This design comes from an exercise in tuning for small area and a short achievable clock period on the open sky130 flow, not from production work.
No run shown here included a check of the RTL's function; only the layout flow was run.
No activity file was given, so power comes from the tool's default toggle rates.

## flow/design.v (module list and top-level ports; edited modules follow where they fit)
// module Adder32Bit: 5 lines
// module SignExtender: 8 lines
// module fullAdder: 6 lines
// module halfAdder: 6 lines
// module boothSel: 5 lines
// module boothSel0: 5 lines
// module alu_stage: 663 lines
module alu_stage(clk, a, b, imm, alu_src, alu_ctl, result, zero);
  // ...
==> flow/flow/run.sh <==
#!/bin/bash
# Layout flow: the standard flow (the standard.sh), except that
#  - the arithmetic primitive modules (full/half adders, Booth selectors) are
#    synthesized as the library cells given in flow/cells.v (the rest of the
#    design goes through the standard synthesis unchanged), each module kept
#    whole until the final flatten;
#  - ports are buffered with buf_4 cells;
#  - flip-flops driving many pins are upsized before the placement repair.
set -euo pipefail
python3 flow/map.py design.v flow/cells.v design_mapped.v > map.log 2>&1
bash standard.sh VERILOG_FILES="$PWD/design_mapped.v" \
  BUFFER_PORTS_ARGS="-buffer_cell sky130_fd_sc_hd__buf_4" \
  PRE_RESIZE_TCL="$PWD/flow/pre_resize.tcl" finish > standard.log 2>&1
==> flow/flow/cells.v <==
// Cell-level bodies for the design's arithmetic primitive modules. map.py puts
// these in place of the RTL bodies of the modules of the same names.
module fullAdder(cin, x, y, cout, s);
	input cin, x, y;
	output cout, s;
	sky130_fd_sc_hd__fa_1 c(.A(x), .B(y), .CIN(cin), .COUT(cout), .SUM(s));
endmodule
module halfAdder(x, y, cout, s);
	input x, y;
	output cout, s;
	sky130_fd_sc_hd__ha_1 c(.A(x), .B(y), .COUT(cout), .SUM(s));
endmodule
module boothSel(onen, twon, inv, an1, an0, pp);
	input onen, twon, inv, an1, an0;
	output pp;
	wire n;
	sky130_fd_sc_hd__o22ai_1 c0(.A1(onen), .A2(an1), .B1(twon), .B2(an0), .Y(n));
	sky130_fd_sc_hd__xor2_1 c1(.A(n), .B(inv), .X(pp));
endmodule
module boothSel0(onen, inv, an1, pp);
	input onen, inv, an1;
	output pp;
	wire n;
	sky130_fd_sc_hd__nor2_1 c0(.A(onen), .B(an1), .Y(n));
	sky130_fd_sc_hd__xor2_1 c1(.A(n), .B(inv), .X(pp));
endmodule
==> flow/flow/map.py <==
#!/usr/bin/env python3
"""map.py DESIGN CELLS OUT: copy DESIGN to OUT with the body of every module
that CELLS also defines replaced by CELLS's cell-level body."""
import re, sys
design, cells, out = sys.argv[1:4]
mod = re.compile(r'^\s*module\s+(\w+).*?^\s*endmodule\b', re.S | re.M)
repl = {m.group(1): m.group(0) for m in mod.finditer(open(cells).read())}
done = set()
def sub(m):
    name = m.group(1)
    if name in repl:
        done.add(name)
        return repl[name]
    return m.group(0)
text = mod.sub(sub, open(design).read())
missing = set(repl) - done
if missing:
    sys.exit(f"map.py: modules not found in {design}: {sorted(missing)}")
open(out, 'w').write(text)
==> flow/flow/pre_resize.tcl <==
# Before the placement repair: flip-flops whose output drives many pins get
# the library's strongest version of their own cell type.
set n 0
foreach inst [get_cells *] {
  set ref [get_property $inst ref_name]
  if {$ref ne "sky130_fd_sc_hd__dfxtp_1"} { continue }
  set q [get_pins -of_objects $inst -filter "direction == output"]
  set net [get_nets -of_objects $q]
  set fo [llength [get_pins -of_objects $net -filter "direction == input"]]
  if {$fo >= 8} {
    replace_cell $inst sky130_fd_sc_hd__dfxtp_4
    incr n
  }
}
puts "pre_resize: $n flip-flops upsized"
==> flow/standard.sh <==
#!/bin/bash
# synth_recipe.tcl (not shown) runs the flow's synth.tcl, then flattens the netlist and writes it again
# the make line also repeats each setting of config.mk as NAME=value (left out here)
make -C /OpenROAD-flow-scripts/flow DESIGN_CONFIG=/design/flow/config.mk WORK_HOME=/design/flow/orfs CLKGATE_MAP_FILE= SYNTH_SCRIPT=/design/flow/synth_recipe.tcl "${@:-finish}"
==> flow/config.mk <==
export PLATFORM = sky130hd
export DESIGN_NAME = alu_stage
export DESIGN_NICKNAME = alu_stage
export VERILOG_FILES = /design/flow/design.v
export SDC_FILE = /design/flow/constraint.sdc
export NUM_CORES = 4
export LEC_CHECK = 0
export ABC_AREA = 1
export CAP_MARGIN = 20
export CORE_MARGIN = 2
export CORE_UTILIZATION = 40
export SLEW_MARGIN = 70
export SYNTH_HIERARCHICAL = 1
export SYNTH_MINIMUM_KEEP_SIZE = 0
==> flow/constraint.sdc <==
create_clock -name core_clock -period 15.0 [get_ports {clk}]
set_input_delay 3.0000 -clock core_clock [delete_from_list [all_inputs] [get_ports {clk}]]
set_output_delay 3.0000 -clock core_clock [all_outputs]
set_load 0.01 [all_outputs]
==> flow_summary_export.csv, run 1 <==
group,metric,value,unit
outcome,status,"complete, no violations",
timing,fin_crit_sh,0.354,
finish,final_common_cell,"xor2_1",
routing,avgRoutedWirePerCell,22.7,µm
synthesis,synth_xor_area_frac,0.165,
worst_hold_path,holdCritPathClass,"flop to flop",
synthesis,yosysMostFrequentCell,"xor2_1",
place,place_inst,2521,
global_routing,grt_pass1_wl,90.5,mm
critical_path,worstReg2RegStart,"twon_q[0]",
synthesis,syn_nets,2233,
synthesis,synth_top_area_share,0.275,
global_routing,grt-ovfl-total,0,
routing,wl_met1,24.2,mm
cts,ctsHoldBuffers,0,
synthesis,yosys.area.top_type,"fa_1",
floorplanning,initial_core_util,0.405,
synthesis,synth_cell_types,40,
cts,cts_max_path_buffers,2,
finish,n_all_buffers,157,
power,p_seq_frac,0.184,
finish,mostFrequentLayoutCells,"xor2_1, o22ai_1, nand2_1",
global_routing,grt_usage,0.272,
routing,firstDrtPassIters,5,
floorplanning,io_pins,112,
==> run 2: changes to the inputs <==
--- a/flow/design.v
+++ b/flow/design.v
@@ -370,46 +370,47 @@
 	boothSel bs14_2(onen_q[14], twon_q[14], inv_q[14], an_q[2], an_q[1], pp14[2]);
 	boothSel bs14_3(onen_q[14], twon_q[14], inv_q[14], an_q[3], an_q[2], pp14[3]);
 	wire [1:0] pp15;
 	boothSel0 bs15_0(onen_q[15], inv_q[15], an_q[0], pp15[0]);
 	boothSel bs15_1(onen_q[15], twon_q[15], inv_q[15], an_q[1], an_q[0], pp15[1]);
 	wire s0, t0, s1, t1, s2, t2, s3, t3, s4, t4, s5, t5, s6, t6, s7, t7;
 	wire s8, t8, s9, t9, s10, t10, s11, t11, s12, t12, s13, t13, s14, t14, s15, t15;
 	wire s16, t16, s17, t17, s18, t18, s19, t19, s20, t20, s21, t21, s22, t22, s23, t23;
-	wire s24, t24, s25, s26, s27, s28, s29, s30, t30, s31, t31, s32, t32, s33, t33, s34;
-	wire t34, s35, t35, s36, t36, s37, t37, s38, t38, s39, t39, s40, t40, s41, t41, s42;
-	wire t42, s43, t43, s44, t44, s45, t45, s46, t46, s47, t47, s48, t48, s49, t49, s50;
-	wire t50, s51, t51, s52, t52, s53, t53, s54, t54, s55, t55, s56, t56, s57, t57, s58;
-	wire t58, s59, t59, s60, t60, s61, t61, s62, t62, s63, t63, s64, t64, s65, t65, s66;
-	wire t66, s67, t67, s68, t68, s69, t69, s70, t70, s71, t71, s72, t72, s73, t73, s74;
-	wire t74, s75, t75, s76, t76, s77, t77, s78, t78, s79, t79, s80, t80, s81, t81, s82;
-	wire t82, s83, t83, s84, t84, s85, t85, s86, s87, s88, s89, s90, t90, s91, t91, s92;
-	wire t92, s93, t93, s94, t94, s95, t95, s96, t96, s97, t97, s98, t98, s99, t99, s100;
-	wire t100, s101, t101, s102, t102, s103, t103, s104, t104, s105, t105, s106, t106, s107, t107, s108;
-	wire t108, s109, t109, s110, t110, s111, t111, s112, t112, s113, t113, s114, t114, s115, t115, s116;
-	wire t116, s117, t117, s118, t118, s119, t119, s120, t120, s121, t121, s122, t122, s123, t123, s124;
-	wire t124, s125, t125, s126, t126, s127, t127, s128, t128, s129, t129, s130, t130, s131, t131, s132;
-	wire t132, s133, t133, s134, t134, s135, t135, s136, t136, s137, t137, s138, t138, s139, t139, s140;
-	wire t140, s141, t141, s142, t142, s143, t143, s144, t144, s145, t145, s146, t146, s147, t147, s148;
-	wire t148, s149, t149, s150, t150, s151, t151, s152, t152, s153, s154, s155, s156, t156, s157, t157;
-	wire s158, t158, s159, t159, s160, t160, s161, t161, s162, t162, s163, t163, s164, t164, s165, t165;
-	wire s166, t166, s167, t167, s168, t168, s169, t169, s170, t170, s171, t171, s172, t172, s173, t173;
-	wire s174, t174, s175, t175, s176, t176, s177, t177, s178, t178, s179, t179, s180, t180, s181, t181;
-	wire s182, t182, s183, t183, s184, t184, s185, t185, s186, t186, s187, t187, s188, t188, s189, t189;
-	wire s190, t190, s191, t191, s192, t192, s193, t193, s194, t194, s195, t195, s196, t196, s197, t197;
-	wire s198, t198, s199, t199, s200, t200, s201, t201, s202, t202, s203, t203, s204, t204, s205, t205;
-	wire s206, t206, s207, t207, s208, s209, s210, t210, s211, t211, s212, t212, s213, t213, s214, t214;
-	wire s215, t215, s216, t216, s217, t217, s218, t218, s219, t219, s220, t220, s221, t221, s222, t222;
-	wire s223, t223, s224, t224, s225, t225, s226, t226, s227, t227, s228, t228, s229, t229, s230, t230;
-	wire s231, t231, s232, t232, s233, t233, s234, t234, s235, t235, s236, t236, s237, t237, s238, t238;
-	wire s239, s240, t240, s241, t241, s242, t242, s243, t243, s244, t244, s245, t245, s246, t246, s247;
-	wire t247, s248, t248, s249, t249, s250, t250, s251, t251, s252, t252, s253, t253, s254, t254, s255;
-	wire t255, s256, t256, s257, t257, s258, t258, s259, t259, s260, t260, s261, t261, s262, t262, s263;
-	wire t263, s264, t264, s265, t265, s266, t266, s267, t267, s268, t268, s269, t269, s270, t270, s271;
+	wire s24, t24, s25, nc25, s26, nc26, s27, nc27, s28, nc28, s29, nc29, s30, t30, s31, t31;
+	wire s32, t32, s33, t33, s34, t34, s35, t35, s36, t36, s37, t37, s38, t38, s39, t39;
+	wire s40, t40, s41, t41, s42, t42, s43, t43, s44, t44, s45, t45, s46, t46, s47, t47;
+	wire s48, t48, s49, t49, s50, t50, s51, t51, s52, t52, s53, t53, s54, t54, s55, t55;
+	wire s56, t56, s57, t57, s58, t58, s59, t59, s60, t60, s61, t61, s62, t62, s63, t63;
+	wire s64, t64, s65, t65, s66, t66, s67, t67, s68, t68, s69, t69, s70, t70, s71, t71;
+	wire s72, t72, s73, t73, s74, t74, s75, t75, s76, t76, s77, t77, s78, t78, s79, t79;
+	wire s80, t80, s81, t81, s82, t82, s83, t83, s84, t84, s85, t85, s86, nc86, s87, nc87;
+	wire s88, nc88, s89, nc89, s90, t90, s91, t91, s92, t92, s93, t93, s94, t94, s95, t95;
+	wire s96, t96, s97, t97, s98, t98, s99, t99, s100, t100, s101, t101, s102, t102, s103, t103;
+	wire s104, t104, s105, t105, s106, t106, s107, t107, s108, t108, s109, t109, s110, t110, s111, t111;
+	wire s112, t112, s113, t113, s114, t114, s115, t115, s116, t116, s117, t117, s118, t118, s119, t119;
+	wire s120, t120, s121, t121, s122, t122, s123, t123, s124, t124, s125, t125, s126, t126, s127, t127;
+	wire s128, t128, s129, t129, s130, t130, s131, t131, s132, t132, s133, t133, s134, t134, s135, t135;
+	wire s136, t136, s137, t137, s138, t138, s139, t139, s140, t140, s141, t141, s142, t142, s143, t143;
+	wire s144, t144, s145, t145, s146, t146, s147, t147, s148, t148, s149, t149, s150, t150, s151, t151;
+	wire s152, t152, s153, nc153, s154, nc154, s155, nc155, s156, t156, s157, t157, s158, t158, s159, t159;
+	wire s160, t160, s161, t161, s162, t162, s163, t163, s164, t164, s165, t165, s166, t166, s167, t167;
+	wire s168, t168, s169, t169, s170, t170, s171, t171, s172, t172, s173, t173, s174, t174, s175, t175;
+	wire s176, t176, s177, t177, s178, t178, s179, t179, s180, t180, s181, t181, s182, t182, s183, t183;
+	wire s184, t184, s185, t185, s186, t186, s187, t187, s188, t188, s189, t189, s190, t190, s191, t191;
+	wire s192, t192, s193, t193, s194, t194, s195, t195, s196, t196, s197, t197, s198, t198, s199, t199;
+	wire s200, t200, s201, t201, s202, t202, s203, t203, s204, t204, s205, t205, s206, t206, s207, t207;
+	wire s208, nc208, s209, nc209, s210, t210, s211, t211, s212, t212, s213, t213, s214, t214, s215, t215;
+	wire s216, t216, s217, t217, s218, t218, s219, t219, s220, t220, s221, t221, s222, t222, s223, t223;
+	wire s224, t224, s225, t225, s226, t226, s227, t227, s228, t228, s229, t229, s230, t230, s231, t231;
+	wire s232, t232, s233, t233, s234, t234, s235, t235, s236, t236, s237, t237, s238, t238, s239, nc239;
+	wire s240, t240, s241, t241, s242, t242, s243, t243, s244, t244, s245, t245, s246, t246, s247, t247;
+	wire s248, t248, s249, t249, s250, t250, s251, t251, s252, t252, s253, t253, s254, t254, s255, t255;
+	wire s256, t256, s257, t257, s258, t258, s259, t259, s260, t260, s261, t261, s262, t262, s263, t263;
+	wire s264, t264, s265, t265, s266, t266, s267, t267, s268, t268, s269, t269, s270, t270, s271, nc271;
 	halfAdder ha0(inv_q[11], cr_q[22], t0, s0);
 	halfAdder ha1(cr_q[23], pp0[23], t1, s1);
 	fullAdder fa2(pp0[24], inv_q[12], cr_q[24], t2, s2);
 	halfAdder ha3(pp1[22], pp2[20], t3, s3);
 	fullAdder fa4(pp1[23], cr_q[25], pp0[25], t4, s4);
 	halfAdder ha5(pp2[21], pp3[19], t5, s5);
 	fullAdder fa6(pp0[26], inv_q[13], cr_q[26], t6, s6);
 	fullAdder fa7(pp3[20], pp1[24], pp2[22], t7, s7);
@@ -425,21 +426,21 @@
 	fullAdder fa17(pp4[21], pp2[25], pp3[23], t17, s17);
 	fullAdder fa18(pp7[15], pp5[19], pp6[17], t18, s18);
 	halfAdder ha19(pp8[13], pp9[11], t19, s19);
 	fullAdder fa20(pp0[30], inv_q[15], cr_q[30], t20, s20);
 	fullAdder fa21(pp3[24], pp1[28], pp2[26], t21, s21);
 	fullAdder fa22(pp6[18], pp4[22], pp5[20], t22, s22);
 	fullAdder fa23(pp9[12], pp7[16], pp8[14], t23, s23);
 	halfAdder ha24(pp10[10], pp11[8], t24, s24);
-	assign s25 = cr_q[31] ^ pp0[31] ^ pp1[29];
-	assign s26 = pp2[27] ^ pp3[25] ^ pp4[23];
-	assign s27 = pp5[21] ^ pp6[19] ^ pp7[17];
-	assign s28 = pp8[15] ^ pp9[13] ^ pp10[11];
-	assign s29 = pp11[9] ^ pp12[7];
+	fullAdder fa25(pp1[29], cr_q[31], pp0[31], nc25, s25);
+	fullAdder fa26(pp4[23], pp2[27], pp3[25], nc26, s26);
+	fullAdder fa27(pp7[17], pp5[21], pp6[19], nc27, s27);
+	fullAdder fa28(pp10[11], pp8[15], pp9[13], nc28, s28);
+	halfAdder ha29(pp11[9], pp12[7], nc29, s29);
 	halfAdder ha30(inv_q[7], cr_q[14], t30, s30);
 	halfAdder ha31(cr_q[15], pp0[15], t31, s31);
 	fullAdder fa32(pp0[16], inv_q[8], cr_q[16], t32, s32);
 	halfAdder ha33(pp1[14], pp2[12], t33, s33);
 	fullAdder fa34(pp1[15], cr_q[17], pp0[17], t34, s34);
 	halfAdder ha35(pp2[13], pp3[11], t35, s35);
 	fullAdder fa36(pp0[18], inv_q[9], cr_q[18], t36, s36);
 	fullAdder fa37(pp3[12], pp1[16], pp2[14], t37, s37);
@@ -486,20 +487,20 @@
 	fullAdder fa78(pp12[5], pp10[9], pp11[7], t78, s78);
 	fullAdder fa79(t12, pp13[3], pp14[1], t79, s79);
 	fullAdder fa80(t15, t13, t14, t80, s80);
 	fullAdder fa81(s18, s16, s17, t81, s81);
 	fullAdder fa82(pp14[2], pp12[6], pp13[4], t82, s82);
 	fullAdder fa83(t17, pp15[0], t16, t83, s83);
 	fullAdder fa84(s20, t18, t19, t84, s84);
 	fullAdder fa85(s23, s21, s22, t85, s85);
-	assign s86 = pp13[5] ^ pp14[3] ^ pp15[1];
-	assign s87 = t20 ^ t21 ^ t22;
-	assign s88 = t23 ^ t24 ^ s25;
-	assign s89 = s26 ^ s27 ^ s28;
+	fullAdder fa86(pp15[1], pp13[5], pp14[3], nc86, s86);
+	fullAdder fa87(t22, t20, t21, nc87, s87);
+	fullAdder fa88(s25, t23, t24, nc88, s88);
+	fullAdder fa89(s28, s26, s27, nc89, s89);
 	halfAdder ha90(inv_q[4], cr_q[8], t90, s90);
 	halfAdder ha91(cr_q[9], pp0[9], t91, s91);
 	fullAdder fa92(pp0[10], inv_q[5], cr_q[10], t92, s92);
 	halfAdder ha93(pp1[8], pp2[6], t93, s93);
 	fullAdder fa94(pp1[9], cr_q[11], pp0[11], t94, s94);
 	halfAdder ha95(pp2[7], pp3[5], t95, s95);
 	fullAdder fa96(pp0[12], inv_q[6], cr_q[12], t96, s96);
 	fullAdder fa97(pp3[6], pp1[10], pp2[8], t97, s97);
@@ -553,19 +554,19 @@
 	fullAdder fa145(t72, s75, s15, t145, s145);
 	fullAdder fa146(s77, s76, t73, t146, s146);
 	fullAdder fa147(s78, t74, t75, t147, s147);
 	fullAdder fa148(s79, s19, t76, t148, s148);
 	fullAdder fa149(s81, s80, t77, t149, s149);
 	fullAdder fa150(s24, t78, s82, t150, s150);
 	fullAdder fa151(s83, t79, t80, t151, s151);
 	fullAdder fa152(s85, t81, s84, t152, s152);
-	assign s153 = t82 ^ s86 ^ s29;
-	assign s154 = t83 ^ s87 ^ t84;
-	assign s155 = t85 ^ s88 ^ s89;
+	fullAdder fa153(s29, t82, s86, nc153, s153);
+	fullAdder fa154(t84, t83, s87, nc154, s154);
+	fullAdder fa155(s89, t85, s88, nc155, s155);
 	halfAdder ha156(inv_q[2], cr_q[4], t156, s156);
 	halfAdder ha157(cr_q[5], pp0[5], t157, s157);
 	fullAdder fa158(pp0[6], inv_q[3], cr_q[6], t158, s158);
 	halfAdder ha159(pp1[4], pp2[2], t159, s159);
 	fullAdder fa160(pp1[5], cr_q[7], pp0[7], t160, s160);
 	halfAdder ha161(pp2[3], pp3[1], t161, s161);
 	fullAdder fa162(pp1[6], s90, pp0[8], t162, s162);
 	fullAdder fa163(pp4[0], pp2[4], pp3[2], t163, s163);
@@ -608,18 +609,18 @@
 	fullAdder fa200(s141, t138, t139, t200, s200);
 	fullAdder fa201(s143, s142, t140, t201, s201);
 	fullAdder fa202(t142, t141, s144, t202, s202);
 	fullAdder fa203(s146, s145, t143, t203, s203);
 	fullAdder fa204(t145, t144, s147, t204, s204);
 	fullAdder fa205(s149, t146, s148, t205, s205);
 	fullAdder fa206(t148, t147, s150, t206, s206);
 	fullAdder fa207(s152, t149, s151, t207, s207);
-	assign s208 = t150 ^ s153 ^ t151;
-	assign s209 = t152 ^ s154 ^ s155;
+	fullAdder fa208(t151, t150, s153, nc208, s208);
+	fullAdder fa209(s155, t152, s154, nc209, s209);
 	halfAdder ha210(inv_q[1], cr_q[2], t210, s210);
 	halfAdder ha211(cr_q[3], pp0[3], t211, s211);
 	fullAdder fa212(pp1[2], s156, pp0[4], t212, s212);
 	fullAdder fa213(pp2[1], t156, pp1[3], t213, s213);
 	fullAdder fa214(s158, pp3[0], t157, t214, s214);
 	fullAdder fa215(s160, t158, t159, t215, s215);
 	fullAdder fa216(s162, t160, t161, t216, s216);
 	fullAdder fa217(s164, t162, t163, t217, s217);
@@ -639,17 +640,17 @@
 	fullAdder fa231(s192, t190, t191, t231, s231);
 	fullAdder fa232(s194, t192, t193, t232, s232);
 	fullAdder fa233(t195, t194, s196, t233, s233);
 	fullAdder fa234(t197, t196, s198, t234, s234);
 	fullAdder fa235(t199, t198, s200, t235, s235);
 	fullAdder fa236(t201, t200, s202, t236, s236);
 	fullAdder fa237(t203, t202, s204, t237, s237);
 	fullAdder fa238(t205, t204, s206, t238, s238);
-	assign s239 = t206 ^ s208 ^ t207;
+	fullAdder fa239(t207, t206, s208, nc239, s239);
 	halfAdder ha240(k0_q, cr_q[0], t240, s240);
 	halfAdder ha241(cr_q[1], pp0[1], t241, s241);
 	fullAdder fa242(pp1[0], s210, pp0[2], t242, s242);
 	fullAdder fa243(s211, t210, pp1[1], t243, s243);
 	fullAdder fa244(s212, pp2[0], t211, t244, s244);
 	fullAdder fa245(s157, t212, s213, t245, s245);
 	fullAdder fa246(s214, t213, s159, t246, s246);
 	fullAdder fa247(s215, s161, t214, t247, s247);
@@ -671,28 +672,48 @@
 	fullAdder fa263(s231, s193, t230, t263, s263);
 	fullAdder fa264(s195, t231, s232, t264, s264);
 	fullAdder fa265(s233, t232, s197, t265, s265);
 	fullAdder fa266(s234, s199, t233, t266, s266);
 	fullAdder fa267(s235, s201, t234, t267, s267);
 	fullAdder fa268(s236, s203, t235, t268, s268);
 	fullAdder fa269(s237, s205, t236, t269, s269);
 	fullAdder fa270(s238, s207, t237, t270, s270);
-	assign s271 = s209 ^ t238 ^ s239;
+	fullAdder fa271(s239, s209, t238, nc271, s271);
 	wire [31:0] x = {t270, t269, t268, t267, t266, t265, t264, t263, t262, t261, t260, t259, t258, t257, t256, t255, t254, t253, t252, t251, t250, t249, t248, t247, t246, t245, t244, t243, t242, t241, t240, s240};
 	wire [31:0] y = {s271, s270, s269, s268, s267, s266, s265, s264, s263, s262, s261, s260, s259, s258, s257, s256, s255, s254, s253, s252, s251, s250, s249, s248, s247, s246, s245, s244, s243, s242, s241, pp0[0]};
-	wire [26:0] lo = x[25:0] + y[25:0];
-	reg [25:0] lo_q;
+	wire [24:0] lo = x[23:0] + y[23:0];
+	wire [7:0] hp, hg;
+	halfAdder hpg0(x[24], y[24], hg[0], hp[0]);
+	halfAdder hpg1(x[25], y[25], hg[1], hp[1]);
+	halfAdder hpg2(x[26], y[26], hg[2], hp[2]);
+	halfAdder hpg3(x[27], y[27], hg[3], hp[3]);
+	halfAdder hpg4(x[28], y[28], hg[4], hp[4]);
+	halfAdder hpg5(x[29], y[29], hg[5], hp[5]);
+	halfAdder hpg6(x[30], y[30], hg[6], hp[6]);
+	halfAdder hpg7(x[31], y[31], hg[7], hp[7]);
+	reg [23:0] lo_q;
 	reg c_q;
-	reg [5:0] xh_q, yh_q;
+	reg [7:0] p_q;
+	reg [6:0] g_q;
 	always@(posedge clk) begin
-		lo_q <= lo[25:0];
-		c_q <= lo[26];
-		xh_q <= x[31:26];
-		yh_q <= y[31:26];
+		lo_q <= lo[23:0];
+		c_q <= lo[24];
+		p_q <= hp;
+		g_q <= hg[6:0];
 	end
-	wire [6:0] hs = {xh_q, 1'b1} + {yh_q, c_q};
-	wire [5:0] hi = hs[6:1];
-	assign result = {hi, lo_q};
-	wire [5:0] hx = xh_q ^ yh_q;
-	wire [5:0] hc = {xh_q[4:0] | yh_q[4:0], c_q};
-	assign zero = (lo_q == 26'b0) & (hx == hc);
+	wire hg0_0 = g_q[0] | (p_q[0] & c_q);
+	wire hg1_1 = g_q[1] | (p_q[1] & hg0_0);
+	wire hg1_3 = g_q[3] | (p_q[3] & g_q[2]);
+	wire hp1_3 = p_q[3] & p_q[2];
+	wire hg1_5 = g_q[5] | (p_q[5] & g_q[4]);
+	wire hp1_5 = p_q[5] & p_q[4];
+	wire hg2_2 = g_q[2] | (p_q[2] & hg1_1);
+	wire hg2_3 = hg1_3 | (hp1_3 & hg1_1);
+	wire hg2_6 = g_q[6] | (p_q[6] & hg1_5);
+	wire hp2_6 = p_q[6] & hp1_5;
+	wire hg3_4 = g_q[4] | (p_q[4] & hg2_3);
+	wire hg3_5 = hg1_5 | (hp1_5 & hg2_3);
+	wire hg3_6 = hg2_6 | (hp2_6 & hg2_3);
+	wire [7:0] hcy = {hg3_6, hg3_5, hg3_4, hg2_3, hg2_2, hg1_1, hg0_0, c_q};
+	assign result = {p_q ^ hcy, lo_q};
+	assign zero = (lo_q == 24'b0) & (p_q == {g_q | p_q[6:0], c_q});
 endmodule
==> run 2 against run 1 <==
Still clean. Area after synthesis decreased by 0.82%. Register-to-register slack improved by 0.23 ns. Worst hold slack got worse by 0.040 ns. Power decreased by 4.5%. Non-clock buffer count decreased by 4. Final area decreased by 1.0%. Cell count decreased by 1.1%. Critical path type unchanged. Critical endpoint is now result[29]. Largest power group unchanged.
==> flow_summary_export.csv, run 2 <==
group,metric,value,unit
outcome,status,"complete, no violations",
finish,multi_input_area,12700,µm²
synthesis,synth_flop_cell,"dfxtp_1",
synthesis,postSynthAreaPerCell,8.95,µm²
routing,firstDrtPassIters,5,
synthesis,synthCells,1831,
floorplanning,row_count,74,
synthesis,ys_ff_latch,153,
routing,ant_nets,0,
global_routing,antenna_found_initial,0,
synthesis,synth-edff-count,0,
cts,cts_htree_levels,4,
critical_path,reg2reg_to,"lo_q[20]",
finish,seq_area,3160,µm²
timing,setup_ws,9.53,ns
cts,post_cts_buffers,0,
power,p_switching,1.42,mW
synthesis,syn-cell-area,16400,µm²
worst_hold_path,hold_path_depth,2,
power,share_comb_of_total_power,0.653,
synthesis,yosysMostFrequentCell,"xor2_1",
cts,cts_buffers,17,
cts,ctsHoldBuffers,0,
power,swShare,0.480,
cts,clkSinkCount,153,
critical_path,ff2ff_path_depth,16,
critical_path,rrSetupSlack,10.22,ns
place,gp_congestion,0.894,
worst_hold_path,holdCritPathClass,"flop to flop",
cts,cts_tree,"yes",
timing,slew_violations,0,
timing,fmax,0.183,GHz
critical_path,crit_path_start_kind,"flop",
synthesis,yosysSeqAreaShare,0.187,
finish,areaGrowthSynthToFinish,15.1,%
synthesis,synth_cell_types,30,
routing,avgRoutedWirePerCell,21.3,µm
cts,clk-insertion-delay-late,0.46,ns
worst_hold_path,worstHoldStart,"k0_q",
timing,rsz0062_at_grt,"false",
critical_path,end_kind,"primary output",
job,cap_viol_max_count,0,
place,preCtsSetupSlack,10.01,ns
finish,antenna_cells,0,
power,ir_drop,83.5,µV
place,port_buffers,111,
cts,clkTransAtPathRegs,0.07,ns
finish,layout-drive-gt1-share,0.116,
global_routing,grt-ovfl-total,0,
cts,cts-resized-gates,0,
floorplanning,fp.coreArea,40600,µm²
timing,fin_crit_sh,0.365,
global_routing,grt_pass1_vias,14600,
global_routing,grt_usage,0.258,
power,p_leak,10.1,nW
global_routing,grt_max_degree,38,
finish,final_common_cell,"xor2_1",
timing,tns,0,ns
cts,ctsRootBufferMaster,"clkbuf_16",
place,dp_hpwl,37.9,mm
critical_path,cp.required,12.00,ns
critical_path,cp_max_fo,3,
critical_path,worstReg2RegStart,"onen_q[1]",
floorplanning,die_width,206,µm
finish,mostFrequentLayoutCells,"xor2_1, nand2_1, o22ai_1",
power,intPower,1.54,mW
routing,route.detailed.drc,0,
synthesis,synthTopCellsByCount,"xor2_1, nand2_1, o22ai_1, fa_1, dfxtp_1",
routing,drt_wl_total,53.7,mm
floorplanning,die_y,206,µm
power,power_density,156,nW/µm²
power,p_clk_frac,0.153,
routing,drt_iter0_drc,1578,
timing,hold_viol,0,
finish,reg_top3,"an_q x32, cr_q x32, lo_q x24",
global_routing,grt_pass1_wl,83.7,mm
finish,fin_nets,2367,
floorplanning,initial_core_util,0.403,
synthesis,netlist_top_cells_area,"fa_1, dfxtp_1, xor2_1",
timing,finalSetupViolCount,0,
synthesis,synth_top_area_share,0.294,
synthesis,yosys.area.top_type,"fa_1",
worst_hold_path,min_to,"lo_q[0]",
critical_path,worstPathArrival,2.47,ns
critical_path,critPathKind,"flop to primary output",
timing,fin_crit,5.47,ns
timing,tightest_slew,0.462,ns
floorplanning,design.die.area,42600,µm²
routing,viasPerCell,5.70,
finish,fillers,3876,
synthesis,synthArstFlopShare,0,
power,p_seq_frac,0.194,
timing,slew_headroom,0.692,
floorplanning,io_pins,112,
routing,via_count,14400,
timing,fin_skew,0.0152,ns
synthesis,synth_warnings,7,
cts,cts_max_path_buffers,2,
synthesis,syn_nets,2219,
-- run 2: cell types whose count changed in the layout (fill, tap and decap cells not counted), moves of 4 or more --
cell | before | now
a31oi_1 | 32 | 0
inv_1 | 130 | 147
o21ai_1 | 67 | 28
fa_1 | 227 | 241
xor2_1 | 297 | 287
nand2_1 | 249 | 260
nand4_1 | 12 | 8
nor2_1 | 103 | 119
dfxtp_1 | 120 | 124
o21ai_0 | 75 | 68
xnor2_1 | 14 | 1
nand3_1 | 68 | 59
a21oi_1 | 38 | 81
-- run 2: cell type report --
type,instances,area share
multi-input cells,1503,0.671
flip-flops and latches,153,0.168
repair buffers,153,0.0640
well taps,532,0.0353
inverters,151,0.0304
clock buffers,20,0.0248
clock inverters,12,0.00663
-- run 2: kinds of logic (layout without fill, tap and decap cells) --
group,Yosys count,after routing,share of synthesized area
adders and majority gates,309,309,0.346
AOI/OAI and AO/OA,436,436,0.153
xor gates and xnor gates,288,288,0.154
DFF,153,153,0.187
and+or+nand+nor,470,470,0.117
buffers and inverters,175,336,0.0422
-- run 2: layer usage --
layer  vias up  track usage  part of all wire
met5         -            0                 0
met4         0       0.0906             0.032
met3       131       0.0541             0.090
met2       780        0.404              0.45
met1      6971        0.354              0.43
li1       6511            -                 -
-- run 2: worst max-delay path by stage --
stage,slack (ns),end,startpoint,cells after the start
floorplan,10.15,result[29],p_q[0],9
global placement,9.98,result[29],p_q[0],10
detailed placement,10.01,result[29],p_q[0],10
CTS,9.50,result[29],p_q[0],10
global route,9.36,result[29],p_q[0],10
finish,9.53,result[29],p_q[0],10
-- run 2: modules after synthesis, one instance, submodules excluded --
module,flops+latches,cells inside
alu_stage,153,1007
fullAdder,0,1
boothSel,0,2
boothSel0,0,2
halfAdder,0,1
-- run 2: worst max-delay path, stage by stage (launching register included) --
cell     delay, ns
dfxtp_1       0.32
ha_1          0.17
or2_2         0.27
ha_1          0.18
or2_2         0.31
nand3_1       0.07
nand2_1       0.09
ha_1          0.19
nor2_1        0.12
xor2_1        0.15
buf_4         0.14
-- run 2: power by group through the flow --
stage | Clock, mW | Sequential, mW | Combinational, mW
final | 0.453 | 0.573 | 1.93
after global routing | 0.476 | 0.583 | 2.23
after CTS | 0.459 | 0.574 | 1.95
after detailed placement | 0 | 0.583 | 1.93
after global placement | 0 | 0.584 | 1.92
after floorplan | 0 | 0.595 | 1.31
-- run 2: stage by stage --
step                std cells  utilization  total power [mW]  cell area, µm²  hold slack [ns]
detailed placement       2491        0.449              2.52           18200            0.716
global placement         2491        0.445              2.50           18100            0.732
global route             2524        0.464              3.28           18900            0.759
finish                   2524        0.464              2.95           18900            0.754
CTS                      2523        0.463              2.98           18800            0.733
floorplan                1831            -              1.91           16400            0.530

==> port drivers added, routing unchanged <==
The flow's constraints put no driver on any port. The routed layouts listed below were extracted and timed again, unchanged, in two steps.
Step 1 sets driving cells, clkbuf_16 on the clock port and buf_2 on the other inputs (assumed; they add their load-dependent delay and slew).
Step 2, shift: input delay + t, output delay - t, t = (earliest + latest rising clock arrival at the registers) / 2. This alone moves slack from input paths to output paths.
Three values: no drivers, after step 1, after step 2; two values: the first two.
run	t, ns	setup slack, ns	hold WS [ns]	worst setup path after step 2
run 1	0.507	9.691 / 9.641 / 9.988	0.794 / 0.794 / 0.794	register to register
run 2	0.506	9.532 / 9.481 / 9.987	0.754 / 0.754 / 0.754	register to output
After both steps setup and hold are still met in every run listed.
